This design comes from an exercise in tuning for small area and a short achievable clock period on the open sky130 flow, not from production work. Function was checked by simulation only, so behaviour that the tests miss may differ from the original. Power is estimated from default activity; no workload was simulated.

## NineCoreProcessor
module NineCoreProcessor(
    input clk,
    input reset,
    input [3:0] core_id,
    input [7:0] instruction,
    input [7:0] operand1,
    input [7:0] operand2,
    output reg [7:0] result
);
Size in the first run: ~5,700 cells after synthesis, ~38 I/O pins, about 110,000 um2 of cells after synthesis.
clock: 17.0 ns
lec_check: 0
cap_margin: 20
core_margin: 2
core_utilization: 58
cts_buf_list: sky130_fd_sc_hd__clkbuf_8
cts_cluster_diameter: 60
cts_cluster_size: 16
slew_margin: 20
standard.sh (not shown) runs the stock make flow with config.mk's settings and CLKGATE_MAP_FILE= SYNTH_SCRIPT=/design/flow/synth_recipe.tcl, a recipe that flattens the netlist after the stock synthesis.
==> flow/flow/run.sh <==
#!/bin/bash
# Own layout flow:
#  1. the standard synthesis (standard.sh synth), unchanged;
#  2. its combinational logic re-mapped by ABC with the full and half adder
#     cells broken up again (flow/resynth.sh), so that ABC can optimise across
#     them; every flip-flop instance is kept as it is (name, cell, pins);
set -euo pipefail
MARGIN=$(cat flow/margin.txt)
R=orfs/results/sky130hd/NineCoreProcessor/base
bash standard.sh synth > standard_synth.log 2>&1
cp $R/1_2_yosys.v $R/1_2_yosys_standard.v
bash flow/resynth.sh $R/1_2_yosys_standard.v $R/1_2_yosys.v resynth_yosys.log 17
rm -f $R/1_synth.odb $R/1_synth.sdc
bash standard.sh synth > standard_synth_odb.log 2>&1
bash standard.sh SETUP_SLACK_MARGIN=$MARGIN finish > standard_flow.log 2>&1
==> flow/flow/margin.txt <==
12
Other scripts of this flow, unchanged in this note and not shown: flow/flow/abc.constr, flow/flow/dontuse.txt, flow/flow/libfuncs.py, flow/flow/resynth.sh
The first run completed without violations.
Next try:
--- a/flow/config.mk
+++ b/flow/config.mk
@@ -8,7 +8,5 @@
 export CAP_MARGIN = 20
 export CORE_MARGIN = 2
-export CORE_UTILIZATION = 58
-export CTS_BUF_LIST = sky130_fd_sc_hd__clkbuf_8
-export CTS_CLUSTER_DIAMETER = 60
-export CTS_CLUSTER_SIZE = 16
+export CORE_UTILIZATION = 50
+export CTS_BUF_LIST = sky130_fd_sc_hd__clkbuf_4 sky130_fd_sc_hd__clkbuf_8
 export SLEW_MARGIN = 20
Result: The new run completed with no timing, DRC or antenna violations. Via count goes up by about 2.5%. Clock power goes up by about 60%. Power goes up by 15%. Sequential cell count is unchanged. Setup slack improves by 0.021 ns. Register-to-register slack degrades by 0.10 ns. Maximum frequency goes up by about 0.37%.
Next try:
--- a/flow/config.mk
+++ b/flow/config.mk
@@ -8,5 +8,7 @@
 export CAP_MARGIN = 20
 export CORE_MARGIN = 2
-export CORE_UTILIZATION = 50
-export CTS_BUF_LIST = sky130_fd_sc_hd__clkbuf_4 sky130_fd_sc_hd__clkbuf_8
+export CORE_UTILIZATION = 65
+export CTS_BUF_LIST = sky130_fd_sc_hd__clkbuf_8
+export CTS_CLUSTER_DIAMETER = 60
+export CTS_CLUSTER_SIZE = 16
 export SLEW_MARGIN = 20
What happened: Die area came out lower by about a fifth. Cell area came out lower by a few percent. Register-to-register slack gets worse by 0.06 ns. Worst setup slack gets worse by 0.057 ns. Via count came out lower slightly. Area after synthesis is unchanged. Utilization came out higher by 14 points.
Next try:
==> flow/flow/margin.txt (replaced) <==
13
--- a/flow/config.mk
+++ b/flow/config.mk
@@ -8,7 +8,6 @@
 export CAP_MARGIN = 20
 export CORE_MARGIN = 2
-export CORE_UTILIZATION = 65
-export CTS_BUF_LIST = sky130_fd_sc_hd__clkbuf_8
-export CTS_CLUSTER_DIAMETER = 60
-export CTS_CLUSTER_SIZE = 16
+export CORE_UTILIZATION = 50
+export CTS_BUF_LIST = sky130_fd_sc_hd__clkbuf_4 sky130_fd_sc_hd__clkbuf_8
 export SLEW_MARGIN = 20
+export TNS_END_PERCENT = 10
The changed run passed the timing, design-rule and antenna checks.
Power grows by about a fifth.
Synthesized cell count does not change.
Hold slack got worse by 0.0084 ns.
Sequential power stays flat.
Sequential share of layout area shrinks by 3.3 points.
Core utilization shrinks by 14 points.
Setup slack improved by 0.058 ns.
Next try:
==> flow/flow/margin.txt (replaced) <==
12.5
--- a/flow/config.mk
+++ b/flow/config.mk
@@ -8,6 +8,7 @@
 export CAP_MARGIN = 20
 export CORE_MARGIN = 2
-export CORE_UTILIZATION = 50
-export CTS_BUF_LIST = sky130_fd_sc_hd__clkbuf_4 sky130_fd_sc_hd__clkbuf_8
+export CORE_UTILIZATION = 65
+export CTS_BUF_LIST = sky130_fd_sc_hd__clkbuf_8
+export CTS_CLUSTER_DIAMETER = 60
+export CTS_CLUSTER_SIZE = 16
 export SLEW_MARGIN = 20
-export TNS_END_PERCENT = 10
Outcome:
- The changed run finished with timing, DRC and antenna clean
- clock power drops by 43%
- sequential share of layout area climbs by 3.5 points
- utilization climbs by 13 points
- clock-buffer cell count drops by 406
- sequential power barely changes
- fmax drops by 0.55%

-- what the ideal ports hide --
No port has a modelled driver above. Below, the same layouts with a new extraction and two added sets of constraints. Step 1 sets driving cells, clkbuf_16 on the clock port and buf_2 on the other inputs (assumed; they add their load-dependent delay and slew). Step 2 also shifts input and output timing later by t, the mid clock arrival at the registers, as if the neighbouring blocks saw the same clock. Three values: no drivers, after step 1, after step 2; two values: the first two.
run	t, ns	setup slack, ns	cell pins on the clock port's net
the first run	1.042	11.416 / 11.440 / 10.398	1
the second run	1.131	11.437 / 11.444 / 10.349	1
the third run	1.042	11.380 / 11.380 / 10.449	1
the fourth run	1.124	11.437 / 11.440 / 10.351	1
the fifth run	1.075	11.407 / 11.407 / 10.516	1
After both steps setup and hold are still met in every run listed. For the second run, which loses most, drivers alone change the setup slack by +0.007 ns; drivers and shift together by -1.088 ns.
